What follows belongs to an exercise in optimizing a design on an open flow for small area, a short achievable clock period and few clock cycles per item; a production flow would make more cautious choices. Where RTL was checked, it was by simulation tests only, not by an equivalence proof against the original. No functional check of the RTL was part of runs 1 and 6 to 8.

===== design/flow/flow/run.sh =====
#!/bin/bash
set -euo pipefail
args=()
while IFS= read -r line; do
  [[ -z "$line" || "$line" == \#* ]] && continue
  args+=("$line")
done < flow/make_vars.txt
bash standard.sh "${args[@]}" finish > standard_flow.log 2>&1

===== design/flow/flow/make_vars.txt =====
BUFFER_PORTS_ARGS=-buffer_cell sky130_fd_sc_hd__buf_1
CTS_ARGS=-sink_clustering_enable -repair_clock_nets -sink_clustering_size 12 -sink_clustering_max_diameter 60 -buf_list sky130_fd_sc_hd__clkbuf_8 -dont_use_dummy_load

===== design/flow/standard.sh =====
#!/bin/bash
# synth_recipe.tcl (not shown) runs the flow's synth.tcl, then flattens the netlist and writes it again
# the make line also repeats each setting of config.mk as NAME=value (left out here)
make -C /OpenROAD-flow-scripts/flow DESIGN_CONFIG=/design/flow/config.mk WORK_HOME=/design/flow/orfs CLKGATE_MAP_FILE= SYNTH_SCRIPT=/design/flow/synth_recipe.tcl "${@:-finish}"

===== design/flow/config.mk =====
export PLATFORM = sky130hd
export DESIGN_NAME = tiny_encryption_algorithm
export DESIGN_NICKNAME = tiny_encryption_algorithm
export VERILOG_FILES = /design/flow/design.v
export SDC_FILE = /design/flow/constraint.sdc
export NUM_CORES = 4
export LEC_CHECK = 0
export ABC_AREA = 1
export CAP_MARGIN = 20
export CORE_MARGIN = 2
export CORE_UTILIZATION = 40
export CTS_BUF_LIST = sky130_fd_sc_hd__clkbuf_8
export CTS_CLUSTER_DIAMETER = 60
export CTS_CLUSTER_SIZE = 12
export SETUP_SLACK_MARGIN = 5
export SLEW_MARGIN = 20

===== design/flow/constraint.sdc =====
create_clock -name core_clock -period 9.5 [get_ports {clk}]
set_input_delay 1.9000 -clock core_clock [delete_from_list [all_inputs] [get_ports {clk}]]
set_output_delay 1.9000 -clock core_clock [all_outputs]
set_load 0.01 [all_outputs]

===== design/flow/design.v =====
module tiny_encryption_algorithm(
    input              clk,         
    input              rst_n,       
    input              key_valid,   
    input              ptxt_valid,  
    input      [63:0]  ptxt,        
    input      [127:0] key,         
    output     [63:0]  ctxt,        
    output reg         ctxt_ready   
);
localparam [31:0] DELTA   = 32'h9e3779b9;
localparam [31:0] SUM_END = 32'hc6ef3720;  
reg         busy;
reg         idle;    
reg         phase;   
reg [31:0]  sum;
reg [31:0]  a, b;
reg [127:0] k;
wire start = key_valid & ptxt_valid & ~busy;
wire last  = phase & (sum == SUM_END);
wire busy_next = busy ? ~last : start;
function automatic [31:0] add32(input [31:0] x, input [31:0] y);
    reg [31:0] p, g, c;
    reg [31:0] g2, p2;    
    reg [15:0] gg, pp;    
    integer l, i, j;
    begin
        p = x ^ y; g = x & y;
        g2[0] = g[0]; p2[0] = p[0];
        for (i = 1; i < 32; i = i + 1) begin
            g2[i] = g[i] | (p[i] & g[i-1]);
            p2[i] = p[i] & p[i-1];
        end
        for (i = 0; i < 16; i = i + 1) begin
            gg[i] = g2[2*i+1]; pp[i] = p2[2*i+1];
        end
        for (l = 0; l < 4; l = l + 1)
            for (i = 15; i >= 0; i = i - 1)
                if ((i >> l) & 1) begin
                    j = ((i >> l) << l) - 1;
                    gg[i] = gg[i] | (pp[i] & gg[j]);
                    pp[i] = pp[i] & pp[j];
                end
        c[0] = 1'b0;
        c[1] = g[0];
        for (i = 1; i < 16; i = i + 1) begin
            c[2*i] = gg[i-1];
            c[2*i+1] = g2[2*i] | (p2[2*i] & gg[i-1]);
        end
        add32 = p ^ c;
    end
endfunction
function automatic [31:0] addgp(input [31:0] g, input [31:0] p);
    reg [31:0] c, g2, p2;
    reg [15:0] gg, pp;
    integer l, i, j;
    begin
        g2[0] = g[0]; p2[0] = p[0];
        for (i = 1; i < 32; i = i + 1) begin
            g2[i] = g[i] | (p[i] & g[i-1]);
            p2[i] = p[i] & p[i-1];
        end
        for (i = 0; i < 16; i = i + 1) begin
            gg[i] = g2[2*i+1]; pp[i] = p2[2*i+1];
        end
        for (l = 0; l < 4; l = l + 1)
            for (i = 15; i >= 0; i = i - 1)
                if ((i >> l) & 1) begin
                    j = ((i >> l) << l) - 1;
                    gg[i] = gg[i] | (pp[i] & gg[j]);
                    pp[i] = pp[i] & pp[j];
                end
        c[0] = 1'b0;
        c[1] = g[0];
        for (i = 1; i < 16; i = i + 1) begin
            c[2*i] = gg[i-1];
            c[2*i+1] = g2[2*i] | (p2[2*i] & gg[i-1]);
        end
        addgp = p ^ c;
    end
endfunction
wire [31:0] t0 = add32(b << 4, k[127:96]);
wire [31:0] t1 = add32(b, sum);
wire [31:0] t2 = add32(b >> 5, k[95:64]);
wire [31:0] f  = t0 ^ t1 ^ t2;
wire [31:0] fg = {32{busy}} & a & f;
wire [31:0] fp = ({32{busy}} & (a ^ t0 ^ t1 ^ t2)) | ({32{idle}} & ptxt[31:0]);
wire [31:0] b_next = addgp(fg, fp);
always @(posedge clk or negedge rst_n) begin
    if (!rst_n) begin
        busy       <= 1'b0;
        ctxt_ready <= 1'b0;
    end else begin
        busy <= busy_next;
        if (busy & last) ctxt_ready <= 1'b1;
        else if (start) ctxt_ready <= 1'b0;
    end
end
always @(posedge clk) begin
    idle <= ~busy_next;
    k <= ({128{busy}} & {k[63:0], k[127:64]}) | ({128{idle}} & key);
    if (busy | start) begin
        a <= ({32{busy}} & b) | ({32{idle}} & ptxt[63:32]);
        b <= b_next;
    end
    if (busy) begin
        phase <= ~phase;
        if (phase) sum <= sum + DELTA;
    end else begin
        phase <= 1'b0;
        sum   <= DELTA;
    end
end
assign ctxt = {a, b};
endmodule

==> results of run 1 <==
==> logic make-up (layout without fill, tap and decap cells) <==
| kind of cell | count (synthesis) | count (layout) | share of synthesized area (%) |
|---|---|---|---|
| compound gates | 334 | 334 | 15.05 |
| xor+xnor | 120 | 120 | 7.015 |
| fa+ha+maj | 91 | 91 | 7.432 |
| buf+inv | 307 | 551 | 7.472 |
| flops | 228 | 228 | 33.38 |
| simple gates | 1038 | 1038 | 29.65 |
==> metal layers <==
metal	global-route usage (%)	vias up	share of wire, %
met4	5.935	0	2.6
met3	3.110	70	5.3
met2	35.36	351	45
met1	29.62	6669	48
li1	-	7543	-
met5	0	-	0
==> synthesized netlist by cell type (3+ instances only) <==
cell / instances / area, um^2
edfxtp_1: 64 / 1922
nor2_2: 6 / 37.54
or2_2: 3 / 18.77
a21o_1: 10 / 75.07
dfxtp_1: 162 / 3243
a21oi_2: 8 / 70.07
buf_1: 7 / 26.28
xor2_1: 81 / 709.4
a31oi_1: 6 / 37.54
o21ai_0: 39 / 195.2
nor2_4: 4 / 45.04
nand3_1: 192 / 960.9
a22o_1: 149 / 1305
nor3_1: 21 / 105.1
ha_1: 88 / 1101
inv_1: 238 / 893.4
inv_2: 15 / 56.30
xor2_2: 6 / 97.59
a21oi_1: 99 / 495.5
nor2_1: 89 / 334.1
or2_1: 12 / 75.07
nand2_1: 605 / 2271
o21bai_1: 3 / 22.52
nor4_1: 4 / 25.02
fa_1: 3 / 60.06
nand2_2: 41 / 256.5
clkbuf_1: 39 / 146.4
nand2_4: 4 / 45.04
nand3_2: 9 / 90.09
o21ai_1: 6 / 30.03
xnor2_1: 33 / 289.0
nand4_1: 18 / 112.6
nand3b_1: 19 / 142.6
buf_2: 6 / 30.03
o211ai_1: 4 / 30.03
==> path summary, 6_finish.rpt <==
check	from	endpoint	slack (ns)	cells past startpoint
max	b[5]	b[31]	5.43	25
min in group asynchronous	rst_n	ctxt_ready	1.04	1
min reg2reg	k[30]	k[94]	0.42	1
max in group asynchronous	rst_n	busy	8.30	1
max reg2reg	b[5]	b[31]	5.43	25
min	k[30]	k[94]	0.42	1
==> worst register-to-register path, delay by kind of cell, from the launching register on <==
family	cells	cell delay, ns
and+or+nand+nor	19	2.23
DFF	1	0.46
adders and majority gates	2	0.59
buffers and inverters	3	0.19
xor gates and xnor gates	1	0.37
==> cells in the final DEF, fill, tap and decap left out, drive strengths merged, types with 4 or more instances in the layout <==
cell | netlist | layout
o21ai | 47 | 47
nand2 | 651 | 651
a21oi | 108 | 108
xnor2 | 33 | 33
buf | 15 | 267
a31oi | 6 | 6
a21o | 10 | 10
ha | 88 | 88
a22o | 149 | 149
nor3 | 22 | 22
edfxtp | 64 | 64
nor4 | 4 | 4
dfxtp | 162 | 162
or2 | 17 | 17
nand3 | 203 | 203
xor2 | 87 | 87
clkbuf | 39 | 31
nand3b | 20 | 20
nand4 | 18 | 18
nor2 | 99 | 99
inv | 253 | 253
o211ai | 4 | 4
==> sequential cells by signal, indices dropped and copies added (netlist names) <==
signal and cells:
b 32, a 32, k 128, busy 1, phase 1, idle 1, ctxt_ready 1, sum 32
==> timing repair <==
action / in CTS / in global routing
setup endpoints to repair: 0 / 5
gates resized for setup: 0 / 1
setup buffers: 0 / 2
==> layout make-up <==
cell class              instances  area share [%]
flip-flops and latches        228           29.76
inverters                     253           5.412
well taps                     518           3.693
repair buffers                267           5.932
clock buffers                  31           2.431
multi-input cells            1583           52.77
==> stage by stage <==
step / util, % / cells / hold slack, ns / instance area [um^2]
after floorplan: - / 2118 / 0.4331 / 15620
after global placement: 44.34 / 2847 / 0.4380 / 17100
after detailed placement: 44.34 / 2847 / 0.4402 / 17100
after CTS: 45.44 / 2878 / 0.4225 / 17520
after global routing: 45.51 / 2880 / 0.4241 / 17550
final: 45.51 / 2880 / 0.4204 / 17550
==> impl_metrics.json, run 1 <==
{
  "ys_ff_latch": 228,
  "overflow": 0,
  "synth-edff-count": 64,
  "end_kind": "register",
  "cts_buffers": 31,
  "rows": 72,
  "fin_ws_ns": 5.435,
  "grt_pass1_vias": 13940,
  "startpoint_type": "register",
  "path_common_cell": "nand2_1",
  "clk_pin_slew_ns": 0.08,
  "status": "no timing/DRC/antenna violations",
  "async_flop_share_pct": 0.8772,
  "cp.required_ns": 9.89,
  "drtIter0Drc": 831,
  "worstMarginPinSlew_ns": 0.9628,
  "portBuffers": 260,
  "drt-pass1-iter-count": 5,
  "drv_slew": 0,
  "rsz0062_at_grt": "no",
  "finClkSkew_ns": 0.06734,
  "die_area_mm2": 0.04066,
  "yosys_warnings": 1,
  "postSynthAreaPerCell_um2": 7.377,
  "die_w_um": 201.6,
  "period_share_pct": 42.79,
  "fmaxAchievable_ghz": 0.2460,
  "ys_dominant_reg_cell": "dfxtp_1",
  "h-tree-depth": 1,
  "fin_crit_ns": 4.065,
  "area_growth_syn_to_layout_pct": 12.32,
  "io_pins": 261,
  "syn_inst": 2118,
  "syn_area_mm2": 0.01562,
  "fillers": 4032,
  "initial_utilization_pct": 40.52,
  "fin_tns_setup_ns": 0,
  "cp.arrival_ns": 4.46,
  "fin_nets": 2651,
  "grt.total_usage_pct": 21.57,
  "synth.net_count": 2405,
  "multi_input_comb_area_mm2": 0.009260,
  "min_path_type": "reg -> reg",
  "drt-wirelength-per-cell_um": 15.52,
  "drc": 0,
  "regArea_mm2": 0.005223,
  "ant_nets": 0,
  "gp_congestion": 0.8600,
  "antenna_found_initial": 0,
  "crit_slowest_cell": "edfxtp_1",
  "maxCapViolCount": 0,
  "cts_root_buffer": "clkbuf_8",
  "path_class": "reg -> reg",
  "grt_pass1_wl_um": 70920,
  "via_per_inst": 5.081,
  "core-area_mm2": 0.03856,
  "crit_family": "simple AND/OR/NAND/NOR gates",
  "routed_wl_um": 44710,
  "finalHoldViolCount": 0,
  "diodes": 0,
  "cts_tree": "done",
  "drive_gt1_share_pct": 6.266,
  "cts.sinks": 228,
  "ys_types": 53,
  "hpwlAfterDp_um": 33910,
  "setup_violations": 0,
  "vias": 14630,
  "worstPathMaxFanout": 7,
  "holdBufCountCts": 0,
  "grt_max_degree": 176,
  "ys_seq_area_share_pct": 33.38,
  "dp_slack_ns": 5.078,
  "crit_buf_inv": 3,
  "timing.slew.headroom_pct": 35.81,
  "cts_buffer_depth": 3,
  "clk_latency_ns": 0.63,
  "max_stage_delay_ns": 0.46,
  "die_y_um": 201.6
}
==> run 2: changes to the inputs <==
--- a/design/flow/design.v
+++ b/design/flow/design.v
@@ -107,3 +107,3 @@
         phase <= ~phase;
-        if (phase) sum <= sum + DELTA;
+        if (phase) sum <= add32(sum, DELTA);
     end else begin
==> design/flow/flow/make_vars.txt (replaced) <==
BUFFER_PORTS_ARGS=-buffer_cell sky130_fd_sc_hd__buf_1
CTS_ARGS=-sink_clustering_enable -repair_clock_nets -sink_clustering_size 12 -sink_clustering_max_diameter 60 -buf_list sky130_fd_sc_hd__clkbuf_8 -dont_use_dummy_load
SETUP_SLACK_MARGIN=5.8
==> run 2 against run 1 <==
Net effect: cell count shrank 0.63%; sequential share of layout area shrank 1.3 points; worst setup slack better by 0.27 ns; die area is 2.7% lower; flip-flop and latch count stayed put; via count rose by 0.50%; global-route usage up 0.82 points; clock-buffer cell count is 3 lower; clock skew fell by 0.0096 ns; critical endpoint is now b[23].
==> impl_metrics.json, run 2 <==
{
  "synth_most_common_cell": "nand2_1",
  "cp.required_ns": 9.83,
  "cts_root_buffer": "clkbuf_8",
  "drc": 0,
  "drt-pass1-iter-count": 5,
  "fin_nets": 2640,
  "diodes": 0,
  "hold_depth": 1,
  "portBuffers": 260,
  "gp_congestion": 0.8928,
  "via_per_inst": 5.138,
  "area_growth_syn_to_layout_pct": 20.61,
  "ys_types": 52,
  "cts.sinks": 228,
  "reg2reg_slack_ns": 5.70,
  "fmaxAchievable_ghz": 0.2633,
  "hold_ws_ns": 0.4333,
  "drv_slew": 0,
  "cts_buffer_depth": 3,
  "ys_ff_latch": 228,
  "h-tree-depth": 1,
  "setup_violations": 0,
  "clk_latency_ns": 0.60,
  "overflow": 0,
  "ys_dominant_reg_cell": "dfxtp_1",
  "postSynthAreaPerCell_um2": 7.437,
  "largest-register": "k",
  "period_share_pct": 39.98,
  "clk_pin_slew_ns": 0.09,
  "yosys_warnings": 1,
  "finClkSkew_ns": 0.05770,
  "ant_nets": 0,
  "min_to": "k[108]",
  "hp-start": "k[44]",
  "synth_top_area_share_pct": 21.35,
  "yosys.area.top_type": "dfxtp_1",
  "grt_pass1_wl_um": 69880,
  "core-area_mm2": 0.03758,
  "die_area_mm2": 0.03956,
  "fillers": 3747,
  "syn_area_mm2": 0.01519,
  "end_kind": "register",
  "r2r_end": "b[23]",
  "min_path_type": "reg -> reg",
  "synthTopCellsByArea": "dfxtp_1, nand2_1, edfxtp_1",
  "place_inst": 2769,
  "r2r_cells": 21,
  "dp_slack_ns": 5.278,
  "grt_max_degree": 85,
  "die_w_um": 198.9,
  "regArea_mm2": 0.005224,
  "instances_no_fill": 2862,
  "drive_gt1_share_pct": 13.65,
  "io_pins": 261,
  "mostFrequentLayoutCell": "nand2_1",
  "ys_seq_area_share_pct": 34.32,
  "grt.total_usage_pct": 22.39,
  "vias": 14710,
  "rsz0062_at_grt": "yes",
  "fin_ws_ns": 5.701,
  "largest_reg_flops": 128,
  "rows": 71,
  "maxCapViolCount": 0,
  "finalHoldViolCount": 0,
  "hpwlAfterDp_um": 34300,
  "status": "no timing/DRC/antenna violations",
  "timing.slew.headroom_pct": 27.24,
  "cts_tree": "done",
  "antenna_found_initial": 0,
  "worstMarginPinSlew_ns": 1.091,
  "initial_utilization_pct": 40.43,
  "holdBufCountCts": 0,
  "synth.net_count": 2330,
  "path_class": "reg -> reg",
  "async_flop_share_pct": 0.8772,
  "syn_inst": 2043,
  "fin_tns_setup_ns": 0,
  "drtIter0Drc": 868,
  "drt-wirelength-per-cell_um": 16.21,
  "startpoint_type": "register",
  "crit-reg2reg-launch": "b[4]",
  "cts_buffers": 28,
  "layout_common_cells": "nand2_1, buf_1, inv_1, nand3_1, dfxtp_1",
  "synth-edff-count": 64,
  "die_y_um": 198.9,
  "synth_common_cells": "nand2_1, inv_1, nand3_1",
  "cp.arrival_ns": 4.13,
  "routed_wl_um": 46380,
  "grt_pass1_vias": 13630,
  "fin_crit_ns": 3.799,
  "worstPathMaxFanout": 7,
  "multi_input_comb_area_mm2": 0.009608
}
## run 2: cells by family (layout without fill, tap and decap cells)
kind of cell | Yosys count | after routing | share of synthesized area (%)
fa+ha+maj | 91 | 91 | 7.642
compound gates | 331 | 331 | 15.28
buf+inv | 299 | 607 | 7.576
xor+xnor | 124 | 124 | 7.494
simple gates | 970 | 970 | 27.68
flops | 228 | 228 | 34.32
## run 2: final cells by class
cell class                 instances  area share [%]
timing repair buffer             332           8.398
clock buffer                      28           2.103
sequential                       228           28.51
tap                              511           3.489
multi-input combinational       1516           52.43
inverter                         247           5.073
## run 2: worst max-delay path, cell delays in order (launching register included)
cell,delay [ns]
edfxtp_1,0.53
ha_1,0.41
nand2_1,0.10
nor2_2,0.29
nand3_4,0.12
nand3_4,0.18
buf_6,0.15
xnor2_4,0.07
or2_1,0.27
nand2_1,0.09
nand2_2,0.05
nand3_1,0.06
nand3_1,0.09
nand2_2,0.15
inv_2,0.06
a21oi_4,0.17
buf_4,0.14
nand4_1,0.16
o21ai_4,0.19
nand3_2,0.09
nand3_1,0.09
nand2_1,0.05
## run 2: metal layers
metal	vias up	share of wire, %	GRT usage (%)
met3	60	5.6	3.442
met5	-	0	0
met2	392	46	36.74
li1	7392	-	-
met4	0	2.2	5.832
met1	6862	47	30.66
## run 2: worst max-delay path by stage
stage,startpoint,to,slack (ns),cells past startpoint
after CTS,b[0],b[19],5.74,25
after detailed placement,ptxt[1],b[21],5.28,20
after global placement,ptxt[1],b[23],5.31,20
final,b[4],b[23],5.70,21
after global routing,b[4],b[23],5.50,26
after floorplan,ptxt[1],b[19],5.79,19
## run 2: repair_timing
action,CTS,global route
pin swaps,32,51
setup buffers,25,40
gates resized for setup,57,120
endpoints found under the setup margin,19,20
## run 2: stage by stage
stage          utilization [%]  area (um^2)
6_report                 48.77        18330
5_1_grt                  48.77        18330
4_1_cts                  46.63        17520
3_5_place_dp             44.40        16690
3_3_place_gp             44.40        16690
2_1_floorplan                -        15230
Testbench counts of run 2, summed over its fixed seeds: cycles 33,280, items 512.
==> run 3: changes to the inputs <==
==> design/flow/flow/make_vars.txt (replaced) <==
BUFFER_PORTS_ARGS=-buffer_cell sky130_fd_sc_hd__buf_1
CTS_ARGS=-sink_clustering_enable -repair_clock_nets -sink_clustering_size 12 -sink_clustering_max_diameter 60 -buf_list sky130_fd_sc_hd__clkbuf_8 -dont_use_dummy_load
SETUP_SLACK_MARGIN=5.5
==> run 3 against run 2 <==
Net effect: synthesized area stayed put; maximum frequency down 0.71%; critical path depth rose by 4; core utilization down 1.2 points; flip-flop and latch count stayed put; cell count fell by 1.0%.
==> impl_metrics.json, run 3 <==
{
  "cts_buffers": 29,
  "cts_root_buffer": "clkbuf_8",
  "grt_pass1_wl_um": 68680,
  "async_flop_share_pct": 0.8772,
  "vias": 14370,
  "cts_tree": "done",
  "ys_seq_area_share_pct": 34.32,
  "yosys_warnings": 1,
  "synthTopCellsByArea": "dfxtp_1, nand2_1, edfxtp_1",
  "drt-pass1-iter-count": 5,
  "hpwlAfterDp_um": 33800,
  "finalHoldViolCount": 0,
  "drc": 0,
  "drt-wirelength-per-cell_um": 15.90,
  "drtIter0Drc": 840,
  "synth_top_area_share_pct": 21.35,
  "hold_depth": 1,
  "die_w_um": 198.9,
  "crit-reg2reg-launch": "b[0]",
  "fin_tns_setup_ns": 0,
  "status": "no timing/DRC/antenna violations",
  "die_y_um": 198.9,
  "syn_inst": 2043,
  "instances_no_fill": 2832,
  "ys_ff_latch": 228,
  "largest_reg_flops": 128,
  "ys_dominant_reg_cell": "dfxtp_1",
  "r2r_end": "b[21]",
  "grt_pass1_vias": 13220,
  "end_kind": "register",
  "path_class": "reg -> reg",
  "mostFrequentLayoutCell": "nand2_1",
  "clk_pin_slew_ns": 0.08,
  "layout_common_cells": "nand2_1, buf_1, inv_1, nand3_1, dfxtp_1",
  "routed_wl_um": 45040,
  "via_per_inst": 5.074,
  "overflow": 0,
  "holdBufCountCts": 0,
  "hp-start": "k[20]",
  "area_growth_syn_to_layout_pct": 17.53,
  "ys_types": 52,
  "reg2reg_slack_ns": 5.67,
  "startpoint_type": "register",
  "drv_slew": 0,
  "rsz0062_at_grt": "no",
  "finish.instance_area_mm2": 0.01786,
  "cp.required_ns": 9.85,
  "worstPathMaxFanout": 8,
  "h-tree-depth": 1,
  "diodes": 0,
  "synth_common_cells": "nand2_1, inv_1, nand3_1",
  "ant_nets": 0,
  "r2r_cells": 25,
  "setup_violations": 0,
  "portBuffers": 260,
  "finClkSkew_ns": 0.04621,
  "post_dp_cell_area_mm2": 0.01664,
  "min_to": "k[84]",
  "fin_crit_ns": 3.826,
  "gp_congestion": 0.8603,
  "fin_nets": 2610,
  "worstMarginPinSlew_ns": 1.108,
  "postSynthAreaPerCell_um2": 7.437,
  "grt_max_degree": 88,
  "largest-register": "k",
  "initial_utilization_pct": 40.43,
  "synth.net_count": 2330,
  "syn_area_mm2": 0.01519,
  "hold_ws_ns": 0.4196,
  "rows": 71,
  "place_inst": 2767,
  "utilization_pct": 47.52,
  "synth_most_common_cell": "nand2_1",
  "min_path_type": "reg -> reg",
  "io_pins": 261,
  "yosys.area.top_type": "dfxtp_1",
  "cp.arrival_ns": 4.17,
  "die_area_mm2": 0.03956,
  "clk_latency_ns": 0.60,
  "synth-edff-count": 64,
  "timing.slew.headroom_pct": 26.16,
  "fmaxAchievable_ghz": 0.2614,
  "cts_buffer_depth": 3,
  "core-area_mm2": 0.03758,
  "grt.total_usage_pct": 22.02,
  "maxCapViolCount": 0,
  "fillers": 3803,
  "cts.sinks": 228,
  "drive_gt1_share_pct": 10.77,
  "antenna_found_initial": 0,
  "period_share_pct": 40.27
}
[run 3: cell counts after synthesis]
No cell type changed its count.
[run 3: what timing repair did]
action | in CTS | in global routing
resized for setup | 7 | 126
pin swaps | 1 | 46
setup endpoints to repair | 19 | 18
setup buffers | 4 | 32
[run 3: worst max path at each step]
stage,startpoint,slack [ns],cells past startpoint,end
floorplan,ptxt[1],5.63,20,b[31]
global placement,ptxt[1],4.93,21,b[31]
detailed placement,ptxt[1],4.91,21,b[31]
CTS,b[0],5.51,26,b[31]
global route,b[0],5.42,30,b[21]
finish,b[0],5.67,25,b[21]
[run 3: final cells by class]
type                       instances  area [um^2]  share of cell area (%)
tap                              511        639.4                   3.580
multi-input combinational       1516         9358                   52.40
clock buffer                      29        399.1                   2.235
sequential                       228         5224                   29.25
timing repair buffer             301         1308                   7.322
inverter                         247        929.6                   5.206
[run 3: kinds of logic after synthesis]
family,after synthesis,share of synthesized area (%)
buffers and inverters,299,7.576
adders and majority gates,91,7.642
and+or+nand+nor,970,27.68
DFF,228,34.32
xor gates and xnor gates,124,7.494
AOI/OAI and AO/OA,331,15.28
[run 3: worst max-delay path, stage by stage, from the launching register on]
cell	delay, ns
edfxtp_1	0.39
ha_2	0.19
inv_2	0.04
fa_2	0.58
xnor2_2	0.09
xor2_2	0.19
nand2_1	0.08
nand2_1	0.06
o21ai_2	0.18
ha_2	0.18
a21o_1	0.11
nand2_1	0.07
nand2_1	0.08
nand2_1	0.06
nand2_2	0.12
nand3_2	0.08
nand2_2	0.10
nand2_2	0.07
nand2_4	0.11
nand3_4	0.09
nand3_4	0.20
inv_4	0.07
o21bai_2	0.16
nand3_1	0.11
nand3_1	0.09
nand2_1	0.06
[run 3: through the flow]
step / worst slack, ns
finish: 5.674
detailed placement: 4.905
floorplan: 5.626
CTS: 5.513
global placement: 4.933
global route: 5.418
[run 3: per-layer routing]
layer | share of wire, % | wire, um | GRT usage, %
met1 | 49 | 21860 | 30.88
met3 | 4.6 | 2076 | 2.577
met2 | 45 | 20360 | 36.16
met4 | 1.7 | 753 | 5.086
met5 | 0 | 0 | 0
==> run 4: changes to the inputs <==
--- a/design/flow/config.mk
+++ b/design/flow/config.mk
@@ -16 +16,2 @@
 export SLEW_MARGIN = 20
+export TNS_END_PERCENT = 10
==> run 4 against run 3 <==
Net effect: flip-flop and latch count stayed put; largest cell class unchanged; cell area hardly changed; worst setup slack got worse by 0.032 ns; die area stayed put; cell count unchanged; synthesized area unchanged; critical path type unchanged; register-to-register slack worse by 0.03 ns.
==> impl_metrics.json, run 4 <==
{
  "vias": 14380,
  "holdBufCountCts": 0,
  "synth-edff-count": 64,
  "dp_slack_ns": 4.905,
  "worstPathCellList": "ha_2 -> inv_2 -> fa_2 -> xnor2_2 -> xor2_1 -> nor2_1 -> o21ai_2 -> ha_2 -> a21o_1 -> nand2_1 -> nand2_1 -> nand2_1 -> nand2_2 -> nand3_2 -> nand2_2 -> nand2_2 -> nand2_4 -> nand3_4 -> nand3_4 -> inv_4 -> o21bai_2 -> nand3_1 -> nand3_1 -> nand2_1",
  "cp.required_ns": 9.84,
  "fin_tns_setup_ns": 0,
  "area_growth_syn_to_layout_pct": 17.43,
  "fillers": 3806,
  "setup_violations": 0,
  "portBuffers": 260,
  "synth_top_area_share_pct": 21.35,
  "route.met2.wl_um": 20390,
  "hpwlAfterDp_um": 33800,
  "drive_gt1_share_pct": 10.64,
  "synth_common_cells": "nand2_1, inv_1, nand3_1",
  "ant_nets": 0,
  "gp_congestion": 0.8603,
  "rows": 71,
  "via_per_inst": 5.078,
  "timing.slew.headroom_pct": 25.93,
  "h-tree-depth": 1,
  "core-area_mm2": 0.03758,
  "grt_pass1_vias": 13220,
  "mostFrequentLayoutCell": "nand2_1",
  "ys_dominant_reg_cell": "dfxtp_1",
  "end_kind": "register",
  "syn_inst": 2043,
  "postSynthAreaPerCell_um2": 7.437,
  "dr.max_layer_used": "met4",
  "grt_max_degree": 88,
  "fin_ws_ns": 5.642,
  "drtIter0Drc": 890,
  "path_class": "reg -> reg",
  "drc": 0,
  "max_stage_delay_ns": 0.58,
  "drt-pass1-iter-count": 5,
  "ys_seq_area_share_pct": 34.32,
  "worstPathMaxFanout": 8,
  "fin_crit_ns": 3.858,
  "met3WireLength_um": 2085,
  "fmaxAchievable_ghz": 0.2592,
  "ys_types": 52,
  "fin_nets": 2610,
  "status": "no timing/DRC/antenna violations",
  "rsz0062_at_grt": "yes",
  "routed_wl_um": 45070,
  "finalHoldViolCount": 0,
  "layout_common_cells": "nand2_1, buf_1, inv_1, nand3_1, dfxtp_1",
  "largest-register": "k",
  "io_pins": 261,
  "antenna_found_initial": 0,
  "startpoint_type": "register",
  "cts_buffer_depth": 3,
  "min_path_type": "reg -> reg",
  "period_share_pct": 40.61,
  "die_area_mm2": 0.03956,
  "cts_buffers": 29,
  "crit_slowest_cell": "fa_2",
  "async_flop_share_pct": 0.8772,
  "overflow": 0,
  "grt_pass1_wl_um": 68630,
  "instances_no_fill": 2832,
  "clk_pin_slew_ns": 0.08,
  "yosys.area.top_type": "dfxtp_1",
  "drt-wirelength-per-cell_um": 15.91,
  "largest_reg_flops": 128,
  "finClkSkew_ns": 0.04705,
  "drv_slew": 0,
  "syn_area_mm2": 0.01519,
  "cts_root_buffer": "clkbuf_8",
  "synth.net_count": 2330,
  "die_y_um": 198.9,
  "synthTopCellsByArea": "dfxtp_1, nand2_1, edfxtp_1",
  "initial_utilization_pct": 40.43,
  "crit_family": "simple AND/OR/NAND/NOR gates",
  "ys_ff_latch": 228,
  "die_w_um": 198.9,
  "synth_most_common_cell": "nand2_1",
  "cts_tree": "done",
  "path_common_cell": "nand2_1",
  "diodes": 0,
  "clk_latency_ns": 0.60,
  "cts.sinks": 228,
  "crit_buf_inv": 2,
  "place_inst": 2767,
  "maxCapViolCount": 0,
  "wl_met1_um": 21840,
  "yosys_warnings": 1,
  "worstMarginPinSlew_ns": 1.111,
  "cp.arrival_ns": 4.20,
  "utilization_pct": 47.48,
  "grt.total_usage_pct": 22.00
}
## run 4: cell counts after synthesis
No cell type changed its count.
## run 4: timing repair
| item | CTS | global route |
|---|---|---|
| endpoints found under the hold margin | 0 | 0 |
| gates resized for setup | 7 | 123 |
| gates cloned | 0 | 0 |
| buffers inserted | 3 | 33 |
| pin swaps | 1 | 46 |
| setup endpoints to repair | 19 | 18 |
## run 4: per-stage QoR
step                      cell area, um^2  hold slack, ns
after floorplan                     15190          0.4331
after global placement              16640          0.4359
after detailed placement            16640          0.4395
after CTS                           17100          0.4200
after global routing                17840          0.4303
final                               17840          0.4205
## run 4: worst paths after layout
kind,cells past startpoint,slack [ns],end,startpoint
max,24,5.64,b[21],b[0]
min,1,0.42,k[84],k[20]
max reg2reg,24,5.64,b[21],b[0]
min reg2reg,1,0.42,k[84],k[20]
max in group asynchronous,1,8.28,busy,rst_n
min in group asynchronous,1,1.07,busy,rst_n
## run 4: cell families (layout without fill, tap and decap cells)
logic type	count (synthesis)	after routing	synth area share, %
AOI/OAI and AO/OA	331	331	15.28
xor gates and xnor gates	124	124	7.494
adders and majority gates	91	91	7.642
buffers and inverters	299	577	7.576
DFF	228	228	34.32
and+or+nand+nor	970	970	27.68
## run 4: area by class of cell
type | count | area, um^2 | share of cell area, %
Clock buffer | 29 | 399.1 | 2.237
Timing Repair Buffer | 301 | 1308 | 7.328
Tap cell | 511 | 639.4 | 3.583
Multi-Input combinational cell | 1516 | 9343 | 52.36
Inverter | 247 | 929.6 | 5.210
Sequential cell | 228 | 5224 | 29.28
## run 4: routing by layer
| metal | track usage, % | vias up |
|---|---|---|
| met5 | 0 | - |
| met4 | 5.086 | 0 |
| met3 | 2.577 | 49 |
| met2 | 36.13 | 289 |
| met1 | 30.85 | 6676 |
| li1 | - | 7367 |
==> run 5: changes to the inputs <==
==> design/flow/flow/make_vars.txt (replaced) <==
BUFFER_PORTS_ARGS=-buffer_cell sky130_fd_sc_hd__buf_1
CTS_ARGS=-sink_clustering_enable -repair_clock_nets -sink_clustering_size 12 -sink_clustering_max_diameter 60 -buf_list sky130_fd_sc_hd__clkbuf_8 -dont_use_dummy_load
SETUP_SLACK_MARGIN=5.25
--- a/design/flow/config.mk
+++ b/design/flow/config.mk
@@ -16,2 +16 @@
 export SLEW_MARGIN = 20
-export TNS_END_PERCENT = 10
==> run 5 against run 4 <==
Net effect: still clean on timing, DRC and antenna; maximum frequency is 2.2% lower; cell area down 3.2%; via count is 0.89% lower; register-to-register slack got worse by 0.09 ns; synthesized area is the same; critical path depth increased by 2; critical path type unchanged; critical endpoint is now b[31]; largest cell class unchanged.
==> impl_metrics.json, run 5 <==
{
  "status": "no timing/DRC/antenna violations",
  "finClkSkew_ns": 0.04751,
  "rows": 71,
  "drt-pass1-iter-count": 5,
  "drc": 0,
  "utilization_pct": 45.95,
  "syn_area_mm2": 0.01519,
  "yosys_warnings": 1,
  "multi_input_comb_area_mm2": 0.008946,
  "finalHoldViolCount": 0,
  "via_per_inst": 5.074,
  "synth-edff-count": 64,
  "routed_wl_um": 44320,
  "grt_pass1_wl_um": 68270,
  "worstMarginPinSlew_ns": 1.081,
  "mostFrequentLayoutCell": "nand2_1",
  "synth_common_cells": "nand2_1, inv_1, nand3_1",
  "instances_no_fill": 2809,
  "ys_types": 52,
  "die_y_um": 198.9,
  "largest_reg_flops": 128,
  "ys_ff_latch": 228,
  "core-area_mm2": 0.03758,
  "drive_gt1_share_pct": 6.397,
  "grt_pass1_vias": 13160,
  "max_stage_delay_ns": 0.46,
  "fin_nets": 2587,
  "initial_utilization_pct": 40.43,
  "end_kind": "register",
  "ys_seq_area_share_pct": 34.32,
  "yosys.area.top_type": "dfxtp_1",
  "maxCapViolCount": 0,
  "rsz0062_at_grt": "no",
  "cp.required_ns": 9.86,
  "antenna_found_initial": 0,
  "synth_top_area_share_pct": 21.35,
  "async_flop_share_pct": 0.8772,
  "clk_pin_slew_ns": 0.08,
  "fmaxAchievable_ghz": 0.2534,
  "syn_inst": 2043,
  "startpoint_type": "register",
  "cts_tree": "done",
  "cts_buffers": 29,
  "drtIter0Drc": 872,
  "drt-wirelength-per-cell_um": 15.78,
  "path_class": "reg -> reg",
  "hpwlAfterDp_um": 33800,
  "vias": 14250,
  "synth_most_common_cell": "nand2_1",
  "layout_common_cells": "nand2_1, buf_1, inv_1, nand3_1, dfxtp_1",
  "fillers": 3837,
  "die_area_mm2": 0.03956,
  "portBuffers": 260,
  "area_growth_syn_to_layout_pct": 13.64,
  "die_w_um": 198.9,
  "postSynthAreaPerCell_um2": 7.437,
  "clk_latency_ns": 0.60,
  "timing.slew.headroom_pct": 27.92,
  "drv_slew": 0,
  "io_pins": 261,
  "crit_slowest_cell": "edfxtp_1",
  "synth.net_count": 2330,
  "fin_tns_setup_ns": 0,
  "min_path_type": "reg -> reg",
  "gp_congestion": 0.8603,
  "path_common_cell": "nand2_1",
  "h-tree-depth": 1,
  "worstPathMaxFanout": 8,
  "ant_nets": 0,
  "synthTopCellsByArea": "dfxtp_1, nand2_1, edfxtp_1",
  "fin_crit_ns": 3.946,
  "cts_buffer_depth": 3,
  "setup_violations": 0,
  "ys_dominant_reg_cell": "dfxtp_1",
  "overflow": 0,
  "grt_max_degree": 88,
  "grt.total_usage_pct": 21.85,
  "cts_root_buffer": "clkbuf_8",
  "crit_family": "simple AND/OR/NAND/NOR gates",
  "cts.sinks": 228,
  "cp.arrival_ns": 4.30,
  "largest-register": "k",
  "regArea_mm2": 0.005223,
  "place_inst": 2767,
  "diodes": 0,
  "crit_buf_inv": 1,
  "holdBufCountCts": 0,
  "period_share_pct": 41.54
}
run 5: cell counts after synthesis:
Identical to the previous run, type by type.
run 5: final cells by class:
cell class	instances	area share, %
inverters	247	5.370
clock buffers	29	2.312
multi-input cells	1516	51.82
well taps	511	3.703
flip-flops and latches	228	30.25
repair buffers	278	6.551
run 5: final timing paths:
kind / startpoint / depth (start not counted) / slack (ns) / to
min reg2reg: k[20] / 1 / 0.42 / k[84]
min in group asynchronous: rst_n / 1 / 1.07 / busy
min: k[20] / 1 / 0.42 / k[84]
max: b[0] / 26 / 5.55 / b[31]
max in group asynchronous: rst_n / 1 / 8.27 / busy
max reg2reg: b[0] / 26 / 5.55 / b[31]
run 5: per-layer routing:
metal,vias to the layer above,track usage (%),part of all wire [%]
li1,7308,-,-
met3,55,2.577,4.8
met2,304,35.86,45
met1,6586,30.63,48
met4,0,5.086,1.9
met5,-,0,0
run 5: cell families after synthesis:
kind of cell             count (synthesis)  share of synthesized area (%)
flip-flops                             228                          34.32
AO/OA/AOI/OAI                          331                          15.28
buffers and inverters                  299                          7.576
XOR/XNOR                               124                          7.494
adder cells (fa/ha/maj)                 91                          7.642
AND/OR/NAND/NOR                        970                          27.68
run 5: through the flow:
stage               setup slack, ns  hold WS [ns]  area [um^2]
finish                        5.554        0.4202        17270
global placement              4.933        0.4359        16640
CTS                           5.310        0.4200        17050
detailed placement            4.905        0.4395        16640
global route                  5.238        0.4303        17270
floorplan                     5.626        0.4331        15190
run 5: timing repair:
action | CTS | global route
pin swaps | 0 | 8
resized for setup | 3 | 28
setup endpoints to repair | 8 | 18
buffers inserted | 0 | 13
==> run 6: changes to the inputs <==
--- a/design/flow/design.v
+++ b/design/flow/design.v
@@ -84,5 +84,6 @@
 wire [31:0] t2 = add32(b >> 5, k[95:64]);
-wire [31:0] f  = t0 ^ t1 ^ t2;
+wire [31:0] u  = t1 ^ t2;
+wire [31:0] f  = t0 ^ u;
 wire [31:0] fg = {32{busy}} & a & f;
-wire [31:0] fp = ({32{busy}} & (a ^ t0 ^ t1 ^ t2)) | ({32{idle}} & ptxt[31:0]);
+wire [31:0] fp = ({32{busy}} & ((a ^ t0) ^ u)) | ({32{idle}} & ptxt[31:0]);
 wire [31:0] b_next = addgp(fg, fp);
@@ -107,3 +108,3 @@
         phase <= ~phase;
-        if (phase) sum <= add32(sum, DELTA);
+        if (phase) sum <= sum + DELTA;
     end else begin
==> design/flow/flow/make_vars.txt (replaced) <==
BUFFER_PORTS_ARGS=-buffer_cell sky130_fd_sc_hd__buf_1
CTS_ARGS=-sink_clustering_enable -repair_clock_nets -sink_clustering_size 12 -sink_clustering_max_diameter 60 -buf_list sky130_fd_sc_hd__clkbuf_8 -dont_use_dummy_load
==> run 6 against run 5 <==
Net effect: synthesized area up 3.6%; highest routed layer unchanged; routed wire length up 1.7%; synthesized cell count up 4.4%; clock-buffer cell count up 1; via count up 3.5%.
==> impl_metrics.json, run 6 <==
{
  "status": "no timing/DRC/antenna violations",
  "yosys_warnings": 1,
  "post_dp_cell_area_mm2": 0.01721,
  "cts_tree": "done",
  "min_path_type": "reg -> reg",
  "synthSimpleGateAreaFrac_pct": 31.27,
  "startpoint_type": "register",
  "cts_root_buffer": "clkbuf_8",
  "syn_area_mm2": 0.01574,
  "gp_congestion": 0.8552,
  "ant_nets": 0,
  "hold_ws_ns": 0.4112,
  "ys_types": 51,
  "fin_nets": 2662,
  "clk_latency_ns": 0.63,
  "place_inst": 2860,
  "ys_ff_latch": 228,
  "cts_buffer_depth": 3,
  "fin_tns_setup_ns": 0,
  "fillers": 4002,
  "portBuffers": 260,
  "core-area_mm2": 0.03874,
  "ys_dominant_reg_cell": "dfxtp_1",
  "die_y_um": 202.4,
  "synth_most_common_cell": "nand2_1",
  "post_cts_buffers": 0,
  "via_per_inst": 5.101,
  "ys_seq_area_share_pct": 33.13,
  "grt_pass1_wl_um": 71870,
  "overflow": 0,
  "largest_reg_flops": 128,
  "antenna_found_initial": 0,
  "period_share_pct": 43.85,
  "synth-edff-count": 64,
  "largest-register": "k",
  "worstPathMaxFanout": 9,
  "synthTopCellsByArea": "dfxtp_1, nand2_1, edfxtp_1",
  "cp.required_ns": 9.85,
  "yosys.area.top_type": "dfxtp_1",
  "utilization_pct": 45.51,
  "crit_slowest_cell": "edfxtp_1",
  "syn_inst": 2132,
  "layout_common_cells": "nand2_1, buf_1, inv_1, dfxtp_1, nand3_1",
  "timing.slew.headroom_pct": 28.99,
  "finish.instance_area_mm2": 0.01763,
  "routed_wl_um": 45060,
  "postSynthAreaPerCell_um2": 7.383,
  "yosys.area_share.adder_pct": 7.377,
  "grt_max_degree": 178,
  "h-tree-depth": 1,
  "end_kind": "register",
  "cp.arrival_ns": 4.51,
  "synth_common_cells": "nand2_1, inv_1, dfxtp_1",
  "grt_pass1_vias": 14020,
  "rsz0062_at_grt": "no",
  "rows": 72,
  "worstMarginPinSlew_ns": 1.065,
  "fin_crit_ns": 4.166,
  "synth_top_family_by_area": "simple AND/OR/NAND/NOR gates",
  "synth_compound_area_share_pct": 14.37,
  "max_stage_delay_ns": 0.48,
  "fmaxAchievable_ghz": 0.2400,
  "path_common_cell": "nand2_1",
  "holdBufCountCts": 0,
  "drt-wirelength-per-cell_um": 15.59,
  "cts_buffers": 30,
  "path_class": "reg -> reg",
  "io_pins": 261,
  "drtIter0Drc": 737,
  "drive_gt1_share_pct": 7.585,
  "grt.total_usage_pct": 21.59,
  "ctsResizeCount": 0,
  "setup_violations": 0,
  "async_flop_share_pct": 0.8772,
  "maxCapViolCount": 0,
  "hpwlAfterDp_um": 33950,
  "mostFrequentLayoutCell": "nand2_1",
  "drc": 0,
  "finClkSkew_ns": 0.05607,
  "drv_slew": 0,
  "synthXorXnorAreaFrac_pct": 6.161,
  "cts.sinks": 228,
  "synth.mux.area_fraction_pct": 0,
  "drt-pass1-iter-count": 5,
  "initial_utilization_pct": 40.63,
  "diodes": 0,
  "die_area_mm2": 0.04095,
  "instances_no_fill": 2891,
  "finalHoldViolCount": 0,
  "synth.net_count": 2419,
  "die_w_um": 202.4,
  "area_growth_syn_to_layout_pct": 12.01,
  "vias": 14750,
  "clk_pin_slew_ns": 0.08,
  "synth_top_area_share_pct": 20.60
}
run 6: worst max-delay path, delay by kind of cell, from the launching register on:
family / cells / cell delay [ns]
AOI/OAI and AO/OA: 3 / 0.37
adders and majority gates: 3 / 0.85
DFF: 1 / 0.48
xor gates and xnor gates: 2 / 0.47
and+or+nand+nor: 17 / 1.62
buffers and inverters: 1 / 0.07
run 6: final timing paths:
| check | endpoint | startpoint | cells past startpoint | slack [ns] |
|---|---|---|---|---|
| max | b[31] | b[5] | 26 | 5.33 |
| min | k[77] | k[13] | 1 | 0.41 |
| max reg2reg | b[31] | b[5] | 26 | 5.33 |
| min reg2reg | k[77] | k[13] | 1 | 0.41 |
| max in group asynchronous | busy | rst_n | 1 | 8.28 |
| min in group asynchronous | busy | rst_n | 1 | 1.07 |
run 6: metrics by stage:
| step | setup WS, ns |
|---|---|
| after floorplan | 5.688 |
| after global placement | 5.286 |
| after detailed placement | 5.230 |
| after CTS | 5.313 |
| after global routing | 4.968 |
| final | 5.334 |
run 6: metal layers:
| metal | share of wire [%] | track usage [%] |
|---|---|---|
| met1 | 49 | 30.38 |
| met2 | 44 | 34.63 |
| met3 | 4.5 | 2.886 |
| met4 | 2.8 | 5.944 |
| met5 | 0 | 0 |
run 6: cell type report:
type / count / area [um^2] / share of cell area (%)
well taps: 518 / 648.1 / 3.676
flip-flops and latches: 228 / 5223 / 29.62
multi-input cells: 1584 / 9323 / 52.88
repair buffers: 265 / 1026 / 5.819
clock buffers: 30 / 412.9 / 2.342
inverters: 266 / 998.5 / 5.663
run 6: cell families after synthesis:
group | count (synthesis)
AOI/OAI and AO/OA | 318
xor gates and xnor gates | 104
adders and majority gates | 91
buffers and inverters | 320
DFF | 228
and+or+nand+nor | 1071
==> run 7: changes to the inputs <==
--- a/design/flow/design.v
+++ b/design/flow/design.v
@@ -22,18 +22,8 @@
 function automatic [31:0] add32(input [31:0] x, input [31:0] y);
-    reg [31:0] p, g, c;
-    reg [31:0] g2, p2;    
-    reg [15:0] gg, pp;    
+    reg [31:0] p, gg, pp;
     integer l, i, j;
     begin
-        p = x ^ y; g = x & y;
-        g2[0] = g[0]; p2[0] = p[0];
-        for (i = 1; i < 32; i = i + 1) begin
-            g2[i] = g[i] | (p[i] & g[i-1]);
-            p2[i] = p[i] & p[i-1];
-        end
-        for (i = 0; i < 16; i = i + 1) begin
-            gg[i] = g2[2*i+1]; pp[i] = p2[2*i+1];
-        end
-        for (l = 0; l < 4; l = l + 1)
-            for (i = 15; i >= 0; i = i - 1)
+        p = x ^ y; gg = x & y; pp = p;
+        for (l = 0; l < 5; l = l + 1)
+            for (i = 31; i >= 0; i = i - 1)
                 if ((i >> l) & 1) begin
@@ -43,9 +33,3 @@
                 end
-        c[0] = 1'b0;
-        c[1] = g[0];
-        for (i = 1; i < 16; i = i + 1) begin
-            c[2*i] = gg[i-1];
-            c[2*i+1] = g2[2*i] | (p2[2*i] & gg[i-1]);
-        end
-        add32 = p ^ c;
+        add32 = p ^ {gg[30:0], 1'b0};
     end
@@ -84,6 +68,5 @@
 wire [31:0] t2 = add32(b >> 5, k[95:64]);
-wire [31:0] u  = t1 ^ t2;
-wire [31:0] f  = t0 ^ u;
+wire [31:0] f  = t0 ^ t1 ^ t2;
 wire [31:0] fg = {32{busy}} & a & f;
-wire [31:0] fp = ({32{busy}} & ((a ^ t0) ^ u)) | ({32{idle}} & ptxt[31:0]);
+wire [31:0] fp = ({32{busy}} & (a ^ t0 ^ t1 ^ t2)) | ({32{idle}} & ptxt[31:0]);
 wire [31:0] b_next = addgp(fg, fp);
@@ -108,3 +91,3 @@
         phase <= ~phase;
-        if (phase) sum <= sum + DELTA;
+        if (phase) sum <= add32(sum, DELTA);
     end else begin
==> design/flow/flow/make_vars.txt (replaced) <==
BUFFER_PORTS_ARGS=-buffer_cell sky130_fd_sc_hd__buf_1
CTS_ARGS=-sink_clustering_enable -repair_clock_nets -sink_clustering_size 12 -sink_clustering_max_diameter 60 -buf_list sky130_fd_sc_hd__clkbuf_8 -dont_use_dummy_load
SETUP_SLACK_MARGIN=5.5
==> run 7 against run 6 <==
Net effect: clock-buffer cell count did not move; still clean; flip-flop and latch count did not move; critical endpoint is now b[15]; synthesized area decreased by 1.1%.
==> impl_metrics.json, run 7 <==
{
  "status": "no timing/DRC/antenna violations",
  "initial_utilization_pct": 40.36,
  "dp_slack_ns": 4.872,
  "io_pins": 261,
  "finClkSkew_ns": 0.06827,
  "critPathCapture": "b[15]",
  "core-area_mm2": 0.03856,
  "holdBufCountCts": 0,
  "syn_inst": 2108,
  "layout_common_cells": "nand2_1, inv_1, buf_1, nand3_1, dfxtp_1",
  "worstPathMaxFanout": 3,
  "hold_ws_ns": 0.4304,
  "drc": 0,
  "die_y_um": 201.2,
  "yosys.area.top_type": "dfxtp_1",
  "rows": 72,
  "mostFrequentLayoutCell": "nand2_1",
  "place_inst": 2835,
  "clk_pin_slew_ns": 0.08,
  "cp.required_ns": 9.86,
  "rsz0062_at_grt": "yes",
  "cts_root_buffer": "clkbuf_8",
  "drtIter0Drc": 1044,
  "diodes": 0,
  "synth_top_area_share_pct": 20.84,
  "min_path_type": "reg -> reg",
  "ys_dominant_reg_cell": "dfxtp_1",
  "ys_types": 52,
  "r2r_cells": 24,
  "cts_tree": "done",
  "overflow": 0,
  "period_share_pct": 43.50,
  "largest-register": "k",
  "drv_slew": 0,
  "drt-wirelength-per-cell_um": 16.61,
  "synthTopCellsByArea": "dfxtp_1, nand2_1, edfxtp_1",
  "largest_reg_flops": 128,
  "path_class": "reg -> reg",
  "worstMarginPinSlew_ns": 1.084,
  "cp.arrival_ns": 4.49,
  "postSynthAreaPerCell_um2": 7.381,
  "grt.total_usage_pct": 23.05,
  "fin_nets": 2705,
  "crit-reg2reg-launch": "b[5]",
  "cp-startpoint": "b[5]",
  "reg2reg_slack_ns": 5.37,
  "drive_gt1_share_pct": 11.23,
  "timing.slew.headroom_pct": 27.74,
  "grt_pass1_wl_um": 74220,
  "die_area_mm2": 0.04049,
  "cts_buffer_depth": 3,
  "h-tree-depth": 1,
  "post_dp_cell_area_mm2": 0.01699,
  "fmaxAchievable_ghz": 0.2420,
  "cts.sinks": 228,
  "ant_nets": 0,
  "grt_max_degree": 80,
  "finalHoldViolCount": 0,
  "startpoint_type": "register",
  "portBuffers": 260,
  "hpwlAfterDp_um": 35920,
  "async_flop_share_pct": 0.8772,
  "synth-edff-count": 64,
  "r2r_end": "b[15]",
  "fin_ws_ns": 5.368,
  "area_growth_syn_to_layout_pct": 17.72,
  "syn_area_mm2": 0.01556,
  "ys_seq_area_share_pct": 33.52,
  "synth.net_count": 2407,
  "synth_common_cells": "nand2_1, inv_1, nand3_1",
  "clk_latency_ns": 0.63,
  "synth_most_common_cell": "nand2_1",
  "vias": 15030,
  "fin_crit_ns": 4.132,
  "ys_ff_latch": 228,
  "fillers": 3879,
  "fin_tns_setup_ns": 0,
  "end_kind": "register",
  "grt_pass1_vias": 14080,
  "cts_buffers": 30,
  "gp_congestion": 0.9147,
  "maxCapViolCount": 0,
  "drt-pass1-iter-count": 5,
  "via_per_inst": 5.144,
  "antenna_found_initial": 0,
  "setup_violations": 0,
  "yosys_warnings": 1,
  "instances_no_fill": 2922,
  "routed_wl_um": 48550,
  "finish.instance_area_mm2": 0.01832,
  "die_w_um": 201.2
}
[run 7: what timing repair did]
action	CTS	global route
endpoints found under the setup margin	19	19
gates resized for setup	63	51
pin swaps	45	42
buffers inserted	40	17
[run 7: cell families after synthesis]
logic type	Yosys count	synth area share (%)
xor+xnor	100	5.725
flops	228	33.52
buf+inv	335	8.331
fa+ha+maj	103	8.958
simple gates	1020	29.10
compound gates	322	14.37
[run 7: cell type report]
class,instances,area [um^2],share of cell area [%]
tap,518,648.1,3.538
sequential,228,5225,28.52
inverter,279,1047,5.717
timing repair buffer,322,1473,8.040
multi-input combinational,1545,9512,51.93
clock buffer,30,412.9,2.254
[run 7: how the worst min path moves through the flow]
stage	depth (start not counted)	start	slack, ns	to
after floorplan	1	k[36]	0.42	k[100]
after global placement	1	k[25]	0.42	k[89]
after detailed placement	1	k[35]	0.42	k[99]
after CTS	1	k[44]	0.43	k[108]
after global routing	1	k[44]	0.44	k[108]
final	1	k[44]	0.43	k[108]
[run 7: metrics by stage]
step / util, %
2_1_floorplan: -
3_3_place_gp: 44.06
3_5_place_dp: 44.06
4_1_cts: 46.60
5_1_grt: 47.51
6_report: 47.51
[run 7: metal layers]
metal  vias up  track usage [%]  wire, um
met5         -                0         0
met3        59            3.547      2697
met2       429            37.06     21380
li1       7558                -         -
met4         0            5.278      1009
met1      6986            32.60     23460
[run 7: critical path, stage by stage, from the launching register on]
cell	delay, ns
edfxtp_1	0.43
ha_2	0.21
inv_2	0.04
fa_2	0.37
inv_2	0.07
nand2_2	0.04
nand2_2	0.05
nand4_1	0.09
nand2_2	0.14
inv_2	0.07
fa_2	0.64
xnor2_2	0.14
xnor2_2	0.14
buf_4	0.13
nand2_2	0.03
a32o_2	0.26
nand2_1	0.07
nor2_1	0.04
nand2_1	0.06
nand2_2	0.11
buf_6	0.14
buf_6	0.11
a31o_4	0.24
a21oi_2	0.15
xnor2_1	0.08
==> run 8: changes to the inputs <==
--- a/design/flow/design.v
+++ b/design/flow/design.v
@@ -36,2 +36,17 @@
 endfunction
+function automatic [31:0] cy32(input [31:0] x, input [31:0] y);
+    reg [31:0] p, gg, pp;
+    integer l, i, j;
+    begin
+        p = x ^ y; gg = x & y; pp = p;
+        for (l = 0; l < 5; l = l + 1)
+            for (i = 31; i >= 0; i = i - 1)
+                if ((i >> l) & 1) begin
+                    j = ((i >> l) << l) - 1;
+                    gg[i] = gg[i] | (pp[i] & gg[j]);
+                    pp[i] = pp[i] & pp[j];
+                end
+        cy32 = {gg[30:0], 1'b0};
+    end
+endfunction
 function automatic [31:0] addgp(input [31:0] g, input [31:0] p);
@@ -65,8 +80,9 @@
 endfunction
-wire [31:0] t0 = add32(b << 4, k[127:96]);
-wire [31:0] t1 = add32(b, sum);
-wire [31:0] t2 = add32(b >> 5, k[95:64]);
-wire [31:0] f  = t0 ^ t1 ^ t2;
-wire [31:0] fg = {32{busy}} & a & f;
-wire [31:0] fp = ({32{busy}} & (a ^ t0 ^ t1 ^ t2)) | ({32{idle}} & ptxt[31:0]);
+wire [31:0] c0 = cy32(b << 4, k[127:96]);
+wire [31:0] c1 = cy32(b, sum);
+wire [31:0] c2 = cy32(b >> 5, k[95:64]);
+wire [31:0] pe = (b << 4) ^ k[127:96] ^ b ^ sum ^ (b >> 5) ^ k[95:64];
+wire [31:0] pf = (c0 ^ c1) ^ (c2 ^ (pe ^ a));     
+wire [31:0] fg = {32{busy}} & a & ~pf;
+wire [31:0] fp = ({32{busy}} & pf) | ({32{idle}} & ptxt[31:0]);
 wire [31:0] b_next = addgp(fg, fp);
==> run 8 against run 7 <==
Net effect: still clean on timing, DRC and antenna; routed wire length down 2.4%; worst setup slack better by 0.37 ns; worst hold slack worse by 0.033 ns.
==> impl_metrics.json, run 8 <==
{
  "crit-reg2reg-launch": "b[21]",
  "finClkSkew_ns": 0.04756,
  "syn_inst": 2105,
  "area_growth_syn_to_layout_pct": 13.92,
  "status": "no timing/DRC/antenna violations",
  "fin_nets": 2676,
  "fin_crit_ns": 3.765,
  "fin_tns_setup_ns": 0,
  "cp.arrival_ns": 4.12,
  "hpwlAfterDp_um": 35260,
  "ys_ff_latch": 228,
  "ys_dominant_reg_cell": "dfxtp_1",
  "async_flop_share_pct": 0.8772,
  "drive_gt1_share_pct": 7.873,
  "via_per_inst": 5.087,
  "holdBufCountCts": 0,
  "synthTopCellsByArea": "dfxtp_1, nand2_1, edfxtp_1",
  "drtIter0Drc": 883,
  "regArea_mm2": 0.005223,
  "instances_no_fill": 2906,
  "synth_common_cells": "nand2_1, inv_1, dfxtp_1",
  "ant_nets": 0,
  "crit_buf_inv": 2,
  "routed_wl_um": 47370,
  "hold_depth": 1,
  "hold_ws_ns": 0.3971,
  "die_w_um": 202.8,
  "grt_max_degree": 86,
  "ys_seq_area_share_pct": 32.97,
  "min_to": "k[100]",
  "diodes": 0,
  "path_common_cell": "nand2_1",
  "grt_pass1_vias": 13930,
  "cts.sinks": 228,
  "yosys_warnings": 1,
  "cp.required_ns": 9.85,
  "place_inst": 2833,
  "yosys.area.top_type": "dfxtp_1",
  "min_path_type": "reg -> reg",
  "period_share_pct": 39.63,
  "path_class": "in -> reg",
  "finish.instance_area_mm2": 0.01802,
  "rows": 72,
  "antenna_found_initial": 0,
  "cts_buffer_depth": 3,
  "maxCapViolCount": 0,
  "portBuffers": 260,
  "largest-register": "k",
  "drc": 0,
  "postSynthAreaPerCell_um2": 7.513,
  "syn_area_mm2": 0.01582,
  "rsz0062_at_grt": "yes",
  "worstPathCellList": "buf_1 -> a22o_1 -> ha_1 -> inv_1 -> nand2_1 -> nand2_1 -> nand2_1 -> nand2_1 -> nand2_1 -> nand2_1 -> nand3_2 -> nand2_1 -> nand3_2 -> nand2_1 -> nand2_1 -> nand3_1 -> nand2_1 -> nand2_1 -> nand2_1",
  "core-area_mm2": 0.03883,
  "initial_utilization_pct": 40.73,
  "cts_tree": "done",
  "startpoint_type": "input port",
  "synth.net_count": 2391,
  "drt-wirelength-per-cell_um": 16.30,
  "ys_types": 52,
  "cts_root_buffer": "clkbuf_8",
  "h-tree-depth": 1,
  "hp-start": "k[36]",
  "die_area_mm2": 0.04114,
  "multi_input_comb_area_mm2": 0.009410,
  "drt-pass1-iter-count": 5,
  "setup_violations": 0,
  "fmaxAchievable_ghz": 0.2656,
  "vias": 14780,
  "clk_pin_slew_ns": 0.08,
  "gp_congestion": 0.8867,
  "cts_buffers": 29,
  "clk_latency_ns": 0.61,
  "crit_slowest_cell": "nand3_2",
  "timing.slew.headroom_pct": 30.97,
  "r2r_cells": 21,
  "mostFrequentLayoutCell": "nand2_1",
  "drv_slew": 0,
  "crit_family": "simple AND/OR/NAND/NOR gates",
  "r2r_end": "b[31]",
  "io_pins": 261,
  "largest_reg_flops": 128,
  "worstPathMaxFanout": 9,
  "die_y_um": 202.8,
  "layout_common_cells": "nand2_1, buf_1, inv_1, dfxtp_1, nand3_1",
  "end_kind": "register",
  "reg2reg_slack_ns": 5.81,
  "grt_pass1_wl_um": 73770,
  "overflow": 0,
  "post_dp_cell_area_mm2": 0.01725,
  "synth_top_area_share_pct": 20.51,
  "max_stage_delay_ns": 0.31,
  "grt.total_usage_pct": 22.43,
  "fillers": 3933,
  "synth-edff-count": 64,
  "synth_most_common_cell": "nand2_1",
  "finalHoldViolCount": 0,
  "worstMarginPinSlew_ns": 1.035
}
[run 8: worst max-delay path by stage]
stage	to	start	slack, ns	cells past startpoint
after floorplan	a[0]	key_valid	5.69	2
after global placement	b[31]	ptxt[1]	5.20	19
after detailed placement	b[27]	ptxt[1]	5.14	19
after CTS	b[23]	busy	5.53	19
after global routing	b[19]	b[1]	5.48	25
final	b[23]	ptxt[1]	5.74	19
[run 8: per-layer routing]
metal,share of wire [%],up-vias,track usage (%)
met5,0,-,0
met4,1.9,0,5.083
met3,5.0,59,3.066
met1,46,6863,30.38
li1,-,7532,-
met2,47,329,37.93
[run 8: cell families after synthesis]
logic type	count (synthesis)	share of synthesized area, %
buffers and inverters	310	7.603
DFF	228	32.97
and+or+nand+nor	938	26.57
AOI/OAI and AO/OA	354	15.49
xor gates and xnor gates	185	10.25
adders and majority gates	90	7.120
[run 8: cell type report]
| cell class | instances | area share [%] |
|---|---|---|
| timing repair buffer | 310 | 7.674 |
| inverter | 254 | 5.292 |
| tap | 518 | 3.597 |
| sequential | 228 | 28.99 |
| multi-input combinational | 1567 | 52.23 |
| clock buffer | 29 | 2.215 |
[run 8: metrics by stage]
stage	util [%]	setup WS (ns)
finish	46.40	5.735
floorplan	-	5.688
global route	46.40	5.483
global placement	44.43	5.200
detailed placement	44.43	5.140
CTS	45.46	5.531
[run 8: timing repair]
item                       4_1_cts  5_1_grt
gates resized for setup          0        5
setup endpoints to repair        0       17
buffers inserted                 0       44

what the ideal ports hide:
No port has a modelled driver above. Below, the same layouts with a new extraction and two added sets of constraints.
Step 1, drivers: a clkbuf_16 drives clk and a buf_2 each remaining input, both assumed.
Step 2 adds t to the input delays and takes it off the output delays; t is the mean of the earliest and latest rising clock arrival at the registers after step 1. Input paths then give back, and output paths get back, about the clock's delay inside the block.
Slacks: no drivers / after step 1 / after step 2; pairs: no drivers / after step 1.
run | t (ns) | setup slack, ns | slew at the worst register clock pin (ns) | pins driven straight from the clock port
run 1 | 0.648 | 5.435 / 5.435 / 5.190 | 0.08 / 0.08 | 1
run 2 | 0.629 | 5.701 / 5.701 / 5.377 | 0.09 / 0.09 | 1
run 3 | 0.633 | 5.674 / 5.674 / 5.330 | 0.08 / 0.08 | 1
run 4 | 0.633 | 5.642 / 5.642 / 5.326 | 0.08 / 0.08 | 1
run 5 | 0.629 | 5.554 / 5.554 / 5.238 | 0.08 / 0.08 | 1
run 6 | 0.650 | 5.334 / 5.334 / 5.187 | 0.09 / 0.09 | 1
run 7 | 0.654 | 5.368 / 5.368 / 5.170 | 0.08 / 0.08 | 1
run 8 | 0.636 | 5.735 / 5.744 / 5.108 | 0.08 / 0.08 | 1
After both steps setup and hold are still met in every run listed. For run 8, which loses most, drivers alone change the setup slack by +0.009 ns; drivers and shift together by -0.627 ns.
